Context: an optimization exercise on an open-source flow, tuned for a short achievable clock period and few clock cycles. The choices shown serve that exercise and are no tape-out recipe. Function was checked by simulation only, so behaviour that the tests miss may differ from the original. Power is estimated from default activity; no workload was simulated.

==> inputs of harbor <==
// single_cycle_cpu
module single_cycle_cpu (
    input  logic        clk,
    input  logic        rst,
    output logic [31:0] imem_addr,
    input  logic [31:0] imem_rdata,
    output logic [31:0] dmem_addr,
    output logic [63:0] dmem_wdata,
    output logic        dmem_we,
    input  logic [63:0] dmem_rdata
);
==> flow/config.mk <==
export PLATFORM = sky130hd
export DESIGN_NAME = single_cycle_cpu
export DESIGN_NICKNAME = single_cycle_cpu
export VERILOG_FILES = /design/flow/design.v
export SDC_FILE = /design/flow/constraint.sdc
export NUM_CORES = 8
export LEC_CHECK = 0
export CAP_MARGIN = 20
export CORE_MARGIN = 2
export CORE_UTILIZATION = 65
export PLACE_DENSITY = 0.75
export SLEW_MARGIN = 20
export SYNTH_HIERARCHICAL = 1
export SYNTH_MINIMUM_KEEP_SIZE = 0
==> flow/constraint.sdc <==
create_clock -name core_clock -period 11.0 [get_ports {clk}]
set_input_delay 2.2000 -clock core_clock [delete_from_list [all_inputs] [get_ports {clk}]]
set_output_delay 2.2000 -clock core_clock [all_outputs]
set_load 0.01 [all_outputs]
standard.sh (not shown) runs the stock make flow with config.mk's settings and CLKGATE_MAP_FILE= SYNTH_SCRIPT=/design/flow/synth_recipe.tcl, a recipe that flattens the netlist after the stock synthesis.
==> flow/flow/run.sh <==
#!/bin/bash
set -euo pipefail
bash standard.sh ADDER_MAP_FILE= SETUP_SLACK_MARGIN=7 TNS_END_PERCENT=5 \
    "BUFFER_PORTS_ARGS=-buffer_cell sky130_fd_sc_hd__buf_4" finish > run_make.log 2>&1
==> cedar (differences from harbor) <==
--- a/flow/design.v
+++ b/flow/design.v
@@ -71,21 +71,12 @@
     assign up = hi ^ cu;
     assign dn = hi ^ cd;
     wire c  = lo[K];
     wire sg = b[K-1];
     assign s = {(c == sg) ? hi : (c ? up : dn), lo[K-1:0]};
 endmodule
-module out_reg #(
-    parameter int W = 32
-) (
-    input  logic         clk,
-    input  logic [W-1:0] d,
-    output logic [W-1:0] q
-);
-    always_ff @(posedge clk) q <= d;
-endmodule
 module single_cycle_cpu (
     input  logic        clk,
     input  logic        rst,
     output logic [31:0] imem_addr,
     input  logic [31:0] imem_rdata,
     output logic [31:0] dmem_addr,
@@ -95,18 +86,13 @@
 );
     localparam int NB = 16;                
     logic [63:0]   pc_f;
     logic          v_d;
     logic [31:0]   ir_d;
     logic [63:0]   pc_d;
-    logic [63:0]   pc4_d;        
-    logic [13:0]   tlo_d;        
-    logic          tsg_d;        
-    logic [50:0]   hip_d, him_d;  
-    wire  [63:0]   tgt = {(tlo_d[13] == tsg_d) ? pc_d[63:13] : (tlo_d[13] ? hip_d : him_d),
-                          tlo_d[12:0]};
+    logic [63:0]   pc4_d, tgt;   
     logic [63:0]   ra_d, rb_d;   
     logic [NB-1:0] hv_d;         
     logic          hb_d;         
     logic          cf_d;         
     logic          pt_d;         
     logic          fold_d;       
@@ -119,13 +105,12 @@
     logic [31:0]   ar_e;
     logic [63:0]   pc_e, tgt_e, ft_e;
     logic          v_w, wr_w, br_w, cf_w, tk_w, hb_w;
     logic [NB-1:0] hv_w;
     logic [4:0]    rd_w;
     logic [63:0]   w_res, pc_w, tgt_w, ft_w;
-    logic [31:1]   wen_w;        
     logic          wr_x;         
     logic [4:0]    rd_x;
     logic [63:0]   x_res;
     wire [NB-1:0]    bv, bbr, bcf, bfv, bpe;
     wire [NB*10-1:0] ba, bt, bf;
     wire           f_in = (pc_f[63:12] == 52'd0) && (pc_f[1:0] == 2'd0);
@@ -143,33 +128,29 @@
     wire        f_hb   = |(fh & bbr);
     wire        f_cf   = |(fh & bcf);
     wire        f_pt   = |(fh & bpe);
     wire        f_fold = |(fh & bfv);
     wire [61:0] f_inc;
     inc_add #(.N(62), .L(6)) u_finc (.x(pc_f[63:2]), .y(f_inc));
-    wire [13:0] tlo_f;
-    wire [50:0] hcu, hcd;
-    ks_add #(.W(14), .L(4)) u_tlo (.a({1'b0, pc_f[12:0]}),
-        .b({1'b0, imem_rdata[31], imem_rdata[7], imem_rdata[30:25], imem_rdata[11:8], 1'b0}),
-        .cin(1'b0), .s(tlo_f));
-    pre_and #(.N(51), .L(6)) u_hcu (.x(pc_f[63:13]), .y(hcu));
-    pre_and #(.N(51), .L(6)) u_hcd (.x(~pc_f[63:13]), .y(hcd));
-    wire [63:0] f_next = {f_inc[61:11],
-                          f_pt ? {1'b0, f_t} : f_fold ? {1'b0, f_f} : f_inc[10:0],
-                          pc_f[1:0]};
+    wire [63:0] tgt_f;
+    sx_add #(.W(64), .K(13), .LK(4), .LH(6)) u_tgt (.a(pc_f),
+        .b({imem_rdata[31], imem_rdata[7], imem_rdata[30:25], imem_rdata[11:8], 1'b0}), .s(tgt_f));
+    wire [63:0] f_next = f_pt ? {52'd0, f_t, 2'd0} :
+                         f_fold ? {52'd0, f_f, 2'd0} : {f_inc, pc_f[1:0]};
+    assign imem_addr = pc_f[31:0];
     logic             rst_q;
     always_ff @(posedge clk) rst_q <= rst;
     wire [32*64-1:0]  rfv;
     assign rfv[63:0] = 64'd0;
     genvar g;
     for (g = 1; g < 32; g++) begin : rf
         logic [63:0] q;
         always_ff @(posedge clk) begin
             if (rst_q)
                 q <= 64'd0;
-            else if (wen_w[g])
+            else if (wr_w && rd_w == g)
                 q <= w_res;
         end
         assign rfv[g*64 +: 64] = q;
     end
     wire [63:0] ra_f = rfv[imem_rdata[19:15]*64 +: 64];
     wire [63:0] rb_f = rfv[imem_rdata[24:20]*64 +: 64];
@@ -228,57 +209,59 @@
     end
     wire        fa   = sa_e;
     wire        fb   = sb_e;
     wire [63:0] a_c  = sa_w ? w_res : sa_x ? x_res : ra_d;
     wire [63:0] b_c  = sb_w ? w_res : sb_x ? x_res : rb_d;
     logic [63:0] e_res;
-    logic [63:0] e_oth, sum;
-    wire        e_sum = !ld_e && !lg_e;
-    wire [63:0] a_nx  = (fa && e_sum) ? sum : (fa ? e_oth : a_c);
-    wire [63:0] sd_nx = (fb && e_sum) ? sum : (fb ? e_oth : b_c);
-    wire [63:0] b_ot  = (fb && !is_ai) ? e_oth : (is_ai ? imm_i : b_c);
-    wire [63:0] b_nx  = (fb && !is_ai && e_sum) ? (sum ^ {64{sub}}) : (b_ot ^ {64{sub}});
+    wire [63:0] a_nx  = fa ? e_res : a_c;
+    wire [63:0] sd_nx = fb ? e_res : b_c;
+    wire [63:0] b_sl  = (fb && !is_ai) ? e_res : (is_ai ? imm_i : b_c);
+    wire [63:0] b_nx  = sub ? ~b_sl : b_sl;
     wire [31:0] ar_nx;
     sx_add #(.W(32), .K(12), .LK(4), .LH(5)) u_agu (.a(a_c[31:0]), .b(imm_ls), .s(ar_nx));
     wire [63:0] ft      = fold_d ? {52'd0, ft_d, 2'd0} : pc4_d;
     wire        d_taken = is_br && (hb_d ? pt_d : same);
     wire        dir_d = cf_d ? pt_d : d_taken;
     wire        d_redir = v_d && !stall && (dir_d != pt_d);
     wire [63:0] d_rpc   = pt_d ? ft : (cf_d ? {52'd0, t_d, 2'd0} : tgt);
     wire [63:0] bb_e = b_e;
+    wire [63:0] sum;
     ks_add #(.W(64), .L(6)) u_alu (.a(a_e), .b(bb_e), .cin(sub_e), .s(sum));
     wire [63:0] lgc  = orr_e ? (a_e | b_e) : (a_e & b_e);
-    assign e_oth = ld_e ? dmem_rdata : lgc;
-    assign e_res = e_sum ? sum : e_oth;
+    assign e_res = ld_e ? dmem_rdata : (lg_e ? lgc : sum);
     wire z_s  = ((a_e ^ bb_e) == {a_e[62:0] | bb_e[62:0], sub_e});
     wire z_x  = ld_e ? (dmem_rdata == 64'd0) : (lg_e ? (lgc == 64'd0) : z_s);
     wire        take  = cf_e ? z_x : (a_e == b_e);
     wire        mis   = (br_e || cf_e) && (take != pe_e);
     wire [63:0] e_rpc = pe_e ? ft_e : tgt_e;
     assign dmem_addr  = ar_e;
     assign dmem_wdata = sd_e;
     assign dmem_we    = we_e;
     wire go = v_d && !stall && !mis;
-    wire [63:0] pc_nx = rst ? 64'd0 : mis ? e_rpc : d_redir ? d_rpc : stall ? pc_f : f_next;
-    always_ff @(posedge clk) pc_f <= pc_nx;
-    out_reg #(.W(32)) u_imem_addr (.clk(clk), .d(pc_nx[31:0]), .q(imem_addr));
+    always_ff @(posedge clk) begin
+        if (rst)
+            pc_f <= 64'd0;
+        else if (mis)
+            pc_f <= e_rpc;
+        else if (d_redir)
+            pc_f <= d_rpc;
+        else if (!stall)
+            pc_f <= f_next;
+    end
     always_ff @(posedge clk) begin
         if (rst)
             v_d <= 1'b0;
         else if (mis || d_redir)
             v_d <= 1'b0;
         else if (!stall)
             v_d <= 1'b1;
         if (!stall) begin
             ir_d   <= imem_rdata;
             pc_d   <= pc_f;
             pc4_d  <= {f_inc, pc_f[1:0]};
-            tlo_d  <= tlo_f;
-            tsg_d  <= imem_rdata[31];
-            hip_d  <= pc_f[63:13] ^ hcu;
-            him_d  <= pc_f[63:13] ^ hcd;
+            tgt    <= tgt_f;
             ra_d   <= rst_q ? 64'd0 : ra_f;
             rb_d   <= rst_q ? 64'd0 : rb_f;
             hv_d   <= fh;
             hb_d   <= f_hb;
             cf_d   <= f_cf;
             pt_d   <= f_pt;
@@ -334,14 +317,12 @@
             wr_w <= wr_e;
             br_w <= br_e;
             cf_w <= cf_e;
             wr_x <= wr_w;
         end
         w_res <= e_res;
-        for (int i = 1; i < 32; i++)
-            wen_w[i] <= !rst && wr_e && (rd_e == i);
         rd_w  <= rd_e;
         tk_w  <= take;
         hv_w  <= hv_e;
         hb_w  <= hb_e;
         pc_w  <= pc_e;
         tgt_w <= tgt_e;
@@ -353,65 +334,45 @@
     wire in_w   = (pc_w[63:12] == 52'd0) && (pc_w[1:0] == 2'd0);
     wire in_e   = (pc_e[63:12] == 52'd0) && (pc_e[1:0] == 2'd0);
     wire in_tw  = (tgt_w[63:12] == 52'd0) && (tgt_w[1:0] == 2'd0);
     wire in_te  = (tgt_e[63:12] == 52'd0) && (tgt_e[1:0] == 2'd0);
     wire seq_ew = v_w && in_w && in_e && (pc_w[11:2] + 10'd1 == pc_e[11:2]);
     wire same_e = (rs1_e == rs2_e);
-    logic       q_br, q_uc, q_df, q_ncf, q_seq, q_cfb, q_cfx;
-    logic [9:0] q_aw, q_tw, q_te, q_pe1;
-    always_ff @(posedge clk) begin
-        if (rst) begin
-            q_br <= 1'b0;
-            q_uc <= 1'b0;
-            q_cfb <= 1'b0;
-        end else begin
-            q_br  <= br_w && tk_w && !hb_w && in_w && in_tw;
-            q_uc  <= br_e && same_e && in_te;
-            q_cfb <= br_e && !same_e && in_te && (pc_e[11:2] != 10'h3ff) &&
-                     ((rs1_e == rd_w && rs2_e == 5'd0) || (rs2_e == rd_w && rs1_e == 5'd0));
-        end
-        q_df  <= cf_w && (ft_w == pc_e);
-        q_ncf <= !cf_w;
-        q_seq <= seq_ew;
-        q_cfx <= !br_w && !cf_w && wr_w;
-        q_aw  <= pc_w[11:2];
-        q_tw  <= tgt_w[11:2];
-        q_te  <= tgt_e[11:2];
-        q_pe1 <= pc_e[11:2] + 10'd1;
-    end
-    wire rq_br = q_br;
-    wire rq_df = q_uc && q_df;
-    wire rq_uf = q_uc && q_ncf && q_seq;
-    wire rq_cf = q_cfb && q_seq && q_cfx;
+    wire rq_br = br_w && tk_w && !hb_w && in_w && in_tw;
+    wire uc_e  = br_e && same_e && in_te;
+    wire rq_df = uc_e && cf_w && (ft_w == pc_e);
+    wire rq_uf = uc_e && !cf_w && seq_ew;
+    wire rq_cf = br_e && !same_e && in_te && seq_ew && (pc_e[11:2] != 10'h3ff) &&
+                 !br_w && !cf_w && wr_w &&
+                 ((rs1_e == rd_w && rs2_e == 5'd0) || (rs2_e == rd_w && rs1_e == 5'd0));
     logic        rq_v;
     logic [1:0]  rq_k;
     logic [9:0]  rq_a, rq_t, rq_f;
     always_ff @(posedge clk) begin
         if (rst)
             rq_v <= 1'b0;
         else
             rq_v <= rq_br || rq_uf || rq_df || rq_cf;
-        rq_a <= q_aw;
+        rq_a <= pc_w[11:2];
         if (rq_br) begin
             rq_k <= K_BR;
-            rq_t <= q_tw;
+            rq_t <= tgt_w[11:2];
         end else begin
             rq_k <= rq_cf ? K_CF : (rq_df ? K_DF : K_UF);
-            rq_t <= q_te;
+            rq_t <= tgt_e[11:2];
         end
-        rq_f <= rq_cf ? q_pe1 : q_te;
+        rq_f <= rq_cf ? pc_e[11:2] + 10'd1 : tgt_e[11:2];
     end
     logic [NB-1:0] rm, rm_nx;
     logic [NB-1:0] vp;         
     wire rq_hit = |rm;
     wire alloc  = rq_v && !rq_hit && (rq_k == K_BR || rq_k == K_UF || rq_k == K_CF);
-    wire same_a = (rq_a == q_aw);
+    wire same_a = (rq_a == pc_w[11:2]);
     always_comb
         for (int i = 0; i < NB; i++)
-            rm_nx[i] = (bv[i] && (ba[i*10 +: 10] == q_aw) && !(alloc && vp[i])) ||
-                       (alloc && vp[i] && same_a);
+            rm_nx[i] = (bv[i] && (ba[i*10 +: 10] == pc_w[11:2])) || (alloc && vp[i] && same_a);
     always_ff @(posedge clk) rm <= rm_nx;
     always_ff @(posedge clk) begin
         if (rst)
             vp <= {{(NB-1){1'b0}}, 1'b1};
         else if (alloc)
             vp <= {vp[NB-2:0], vp[NB-1]};
==> flow/flow/run.sh (replaced) <==
#!/bin/bash
set -euo pipefail
bash standard.sh SETUP_SLACK_MARGIN=7 TNS_END_PERCENT=5 \
    "BUFFER_PORTS_ARGS=-buffer_cell sky130_fd_sc_hd__buf_4" finish > run_make.log 2>&1
Settings changed: CORE_UTILIZATION 65 to 50, PLACE_DENSITY 0.75 to unset.
==> violet (differences from harbor) <==
--- a/flow/design.v
+++ b/flow/design.v
@@ -353,65 +353,45 @@
     wire in_w   = (pc_w[63:12] == 52'd0) && (pc_w[1:0] == 2'd0);
     wire in_e   = (pc_e[63:12] == 52'd0) && (pc_e[1:0] == 2'd0);
     wire in_tw  = (tgt_w[63:12] == 52'd0) && (tgt_w[1:0] == 2'd0);
     wire in_te  = (tgt_e[63:12] == 52'd0) && (tgt_e[1:0] == 2'd0);
     wire seq_ew = v_w && in_w && in_e && (pc_w[11:2] + 10'd1 == pc_e[11:2]);
     wire same_e = (rs1_e == rs2_e);
-    logic       q_br, q_uc, q_df, q_ncf, q_seq, q_cfb, q_cfx;
-    logic [9:0] q_aw, q_tw, q_te, q_pe1;
-    always_ff @(posedge clk) begin
-        if (rst) begin
-            q_br <= 1'b0;
-            q_uc <= 1'b0;
-            q_cfb <= 1'b0;
-        end else begin
-            q_br  <= br_w && tk_w && !hb_w && in_w && in_tw;
-            q_uc  <= br_e && same_e && in_te;
-            q_cfb <= br_e && !same_e && in_te && (pc_e[11:2] != 10'h3ff) &&
-                     ((rs1_e == rd_w && rs2_e == 5'd0) || (rs2_e == rd_w && rs1_e == 5'd0));
-        end
-        q_df  <= cf_w && (ft_w == pc_e);
-        q_ncf <= !cf_w;
-        q_seq <= seq_ew;
-        q_cfx <= !br_w && !cf_w && wr_w;
-        q_aw  <= pc_w[11:2];
-        q_tw  <= tgt_w[11:2];
-        q_te  <= tgt_e[11:2];
-        q_pe1 <= pc_e[11:2] + 10'd1;
-    end
-    wire rq_br = q_br;
-    wire rq_df = q_uc && q_df;
-    wire rq_uf = q_uc && q_ncf && q_seq;
-    wire rq_cf = q_cfb && q_seq && q_cfx;
+    wire rq_br = br_w && tk_w && !hb_w && in_w && in_tw;
+    wire uc_e  = br_e && same_e && in_te;
+    wire rq_df = uc_e && cf_w && (ft_w == pc_e);
+    wire rq_uf = uc_e && !cf_w && seq_ew;
+    wire rq_cf = br_e && !same_e && in_te && seq_ew && (pc_e[11:2] != 10'h3ff) &&
+                 !br_w && !cf_w && wr_w &&
+                 ((rs1_e == rd_w && rs2_e == 5'd0) || (rs2_e == rd_w && rs1_e == 5'd0));
     logic        rq_v;
     logic [1:0]  rq_k;
     logic [9:0]  rq_a, rq_t, rq_f;
     always_ff @(posedge clk) begin
         if (rst)
             rq_v <= 1'b0;
         else
             rq_v <= rq_br || rq_uf || rq_df || rq_cf;
-        rq_a <= q_aw;
+        rq_a <= pc_w[11:2];
         if (rq_br) begin
             rq_k <= K_BR;
-            rq_t <= q_tw;
+            rq_t <= tgt_w[11:2];
         end else begin
             rq_k <= rq_cf ? K_CF : (rq_df ? K_DF : K_UF);
-            rq_t <= q_te;
+            rq_t <= tgt_e[11:2];
         end
-        rq_f <= rq_cf ? q_pe1 : q_te;
+        rq_f <= rq_cf ? pc_e[11:2] + 10'd1 : tgt_e[11:2];
     end
     logic [NB-1:0] rm, rm_nx;
     logic [NB-1:0] vp;         
     wire rq_hit = |rm;
     wire alloc  = rq_v && !rq_hit && (rq_k == K_BR || rq_k == K_UF || rq_k == K_CF);
-    wire same_a = (rq_a == q_aw);
+    wire same_a = (rq_a == pc_w[11:2]);
     always_comb
         for (int i = 0; i < NB; i++)
-            rm_nx[i] = (bv[i] && (ba[i*10 +: 10] == q_aw) && !(alloc && vp[i])) ||
-                       (alloc && vp[i] && same_a);
+            rm_nx[i] = (bv[i] && (ba[i*10 +: 10] == pc_w[11:2])) || (alloc && vp[i] && same_a);
     always_ff @(posedge clk) rm <= rm_nx;
     always_ff @(posedge clk) begin
         if (rst)
             vp <= {{(NB-1){1'b0}}, 1'b1};
         else if (alloc)
             vp <= {vp[NB-2:0], vp[NB-1]};
Settings changed: CORE_UTILIZATION 65 to 50, PLACE_DENSITY 0.75 to unset.
==> fjord (differences from harbor) <==
--- a/flow/design.v
+++ b/flow/design.v
@@ -402,16 +402,33 @@
     end
     logic [NB-1:0] rm, rm_nx;
     logic [NB-1:0] vp;         
     wire rq_hit = |rm;
     wire alloc  = rq_v && !rq_hit && (rq_k == K_BR || rq_k == K_UF || rq_k == K_CF);
     wire same_a = (rq_a == q_aw);
+    logic [NB-1:0] p_m, p_n;           
+    logic [1:0]    p_k;
+    logic [9:0]    p_a, p_t, p_f;
+    always_ff @(posedge clk) begin
+        if (rst) begin
+            p_m <= '0;
+            p_n <= '0;
+        end else begin
+            p_m <= rq_v ? rm : '0;
+            p_n <= alloc ? vp : '0;
+        end
+        p_k <= rq_k;
+        p_a <= rq_a;
+        p_t <= rq_t;
+        p_f <= rq_f;
+    end
+    wire same_p = (p_a == q_aw);
     always_comb
         for (int i = 0; i < NB; i++)
-            rm_nx[i] = (bv[i] && (ba[i*10 +: 10] == q_aw) && !(alloc && vp[i])) ||
-                       (alloc && vp[i] && same_a);
+            rm_nx[i] = (bv[i] && (ba[i*10 +: 10] == q_aw) && !(alloc && vp[i]) && !p_n[i]) ||
+                       (alloc && vp[i] && same_a) || (p_n[i] && same_p);
     always_ff @(posedge clk) rm <= rm_nx;
     always_ff @(posedge clk) begin
         if (rst)
             vp <= {{(NB-1){1'b0}}, 1'b1};
         else if (alloc)
             vp <= {vp[NB-2:0], vp[NB-1]};
@@ -435,14 +452,14 @@
         wire [3:0]  c1  = iw ? (tk_w ? 4'd0 : lc + 4'd1) : lc;
         wire        wt  = iw && tk_w;
         wire [3:0]  lte = wt ? lc : lt;
         wire        lqe = wt ? (lc == lt) : lq;
         wire        he  = iw ? tk_w : h;
         assign bpe[g] = (br || cf) && (lqe ? (c1 == lte) : (he ? pht[3] : pht[1]));
-        wire mine = rq_v && rm[g];
-        wire newe = alloc && vp[g];
+        wire mine = p_m[g];
+        wire newe = p_n[g];
         always_ff @(posedge clk) begin
             if (rst) begin
                 v <= 1'b0;
             end else begin
                 if (upd_en && hv_w[g] && (br || cf)) begin
                     h <= tk_w;
@@ -464,47 +481,47 @@
                     end else if (lc == 4'd15) begin
                         lq <= 1'b0;
                     end else begin
                         lc <= lc + 4'd1;
                     end
                 end
-                if ((mine || newe) && rq_k == K_BR) begin
+                if ((mine || newe) && p_k == K_BR) begin
                     br  <= 1'b1;
                     cf  <= 1'b0;
-                    t   <= rq_t;
+                    t   <= p_t;
                     h   <= 1'b1;
                     pht <= 4'b1011;
                     lc  <= 4'd0;
                     lt  <= 4'd0;
                     lq  <= 1'b0;
                 end
-                if (((mine && !cf) || newe) && rq_k == K_UF) begin
+                if (((mine && !cf) || newe) && p_k == K_UF) begin
                     fv <= 1'b1;
-                    f  <= rq_f;
+                    f  <= p_f;
                 end
-                if (mine && cf && rq_k == K_DF)
-                    f <= rq_f;
-                if (newe && rq_k == K_CF) begin
+                if (mine && cf && p_k == K_DF)
+                    f <= p_f;
+                if (newe && p_k == K_CF) begin
                     cf  <= 1'b1;
-                    t   <= rq_t;
+                    t   <= p_t;
                     fv  <= 1'b1;
-                    f   <= rq_f;
+                    f   <= p_f;
                     h   <= 1'b0;
                     pht <= 4'b0101;
                     lc  <= 4'd0;
                     lt  <= 4'd0;
                     lq  <= 1'b0;
                 end
                 if (newe) begin
                     v <= 1'b1;
-                    a <= rq_a;
-                    if (rq_k != K_BR)
+                    a <= p_a;
+                    if (p_k != K_BR)
                         br <= 1'b0;
-                    if (rq_k == K_BR)
+                    if (p_k == K_BR)
                         fv <= 1'b0;
-                    if (rq_k == K_UF)
+                    if (p_k == K_UF)
                         cf <= 1'b0;
                 end
             end
         end
     end
 endmodule
Settings changed: CAP_MARGIN 20 to 50, SLEW_MARGIN 20 to 75.
==> run summary <==
Non-clk bufs 833; combinational power 1570 µW; global-route wire length before repair ~1200000 µm; Final period util 42.80%; Core Region 399400 µm²; Avg Inst Size Synth 9.921 µm²; Worst Tran Pin Value between 1 and 1.5 ns; status timing/DRC/antenna clean; register area 92140 µm²
-- figures above: cedar

==> run summary <==
Core Region 406100 µm²; global-route wire length before repair 1057000 µm; register area ~95000 µm²; combinational power 1520 µW; initial antenna violation count 37; status timing/DRC/antenna clean; power share of the combinational group 4.5%; Avg Inst Size Synth 11.12 µm²; Non-clk bufs slightly below 700; GR met1 Demand/Resource 44.87%; Final period util a little over 40%
-- figures above: violet

==> run summary <==
status timing/DRC/antenna clean; Core Region between 300000 and 400000 µm²; clock power share 45.2%; Critical path destination pc_f[58]; largest net degree at the start of global routing 64; buffering overhead 7.748%; DRC marker count from the first detailed-route iteration 22120; register area 97490 µm²; Final period util between 40% and 50%; GR met1 Demand/Resource 55.37%; CTS buffer count 433; Avg Inst Size Synth around 11 µm²; # diodes 26; max reg flops 1984; global-route wire length before repair ~1100000 µm; combinational power 2060 µW
-- figures above: fjord

==> run summary <==
Max Clock Freq around 230 MHz; Non-clk bufs 694; status timing/DRC/antenna clean; Core Region between 300000 and 400000 µm²; combinational power 1620 µW; register area 95920 µm²; die area 320100 µm²; TritonCTS Sinks between 4000 and 5000; Final period util 39.90%; worst hold slack 0.3259 ns; Avg Inst Size Synth approximately 11 µm²; Worst Tran Pin Value between 1 and 1.5 ns; global-route wire length before repair 1033000 µm
-- figures above: harbor

Testbench counts of harbor, summed over its fixed seeds: cycles 103,398.
Testbench counts of cedar, summed over its fixed seeds: cycles 103,378.
Testbench counts of violet, summed over its fixed seeds: cycles 103,378.
Testbench counts of fjord, summed over its fixed seeds: cycles 103,575.

## afterwards: timing with drivers on the ports
The flow's constraints put no driver on any port. The routed layouts listed below were extracted and timed again, unchanged, in two steps.
Step 1 (the two cells are an assumption about what drives the block):
set clk [get_ports {clk}]
set_driving_cell -lib_cell sky130_fd_sc_hd__clkbuf_16 $clk
set_driving_cell -lib_cell sky130_fd_sc_hd__buf_2 [delete_from_list [all_inputs] $clk]
Step 2 moves the port delays by t, midway between the first and last clock arrival at a register: inputs arrive t later, outputs are due t later. That takes back most of the time a late clock gives input paths.
Three values: no drivers, after step 1, after step 2; two values: the first two.
run | t, ns | setup slack, ns | hold WS [ns] | pins driven straight from the clock port
harbor | 1.101 | 6.611 / 6.617 / 5.580 | 0.326 / 0.326 / 0.326 | 1
cedar | 1.143 | 6.292 / 6.292 / 5.280 | 0.326 / 0.326 / 0.326 | 1
violet | 1.123 | 6.431 / 6.495 / 5.372 | 0.325 / 0.325 / 0.325 | 1
fjord | 1.105 | 6.456 / 6.441 / 5.336 | 0.307 / 0.307 / 0.307 | 1
After both steps every run listed still meets setup and hold. The setup slack of fjord, which loses most, moves by -0.015 ns with the drivers and by -1.120 ns with both steps.
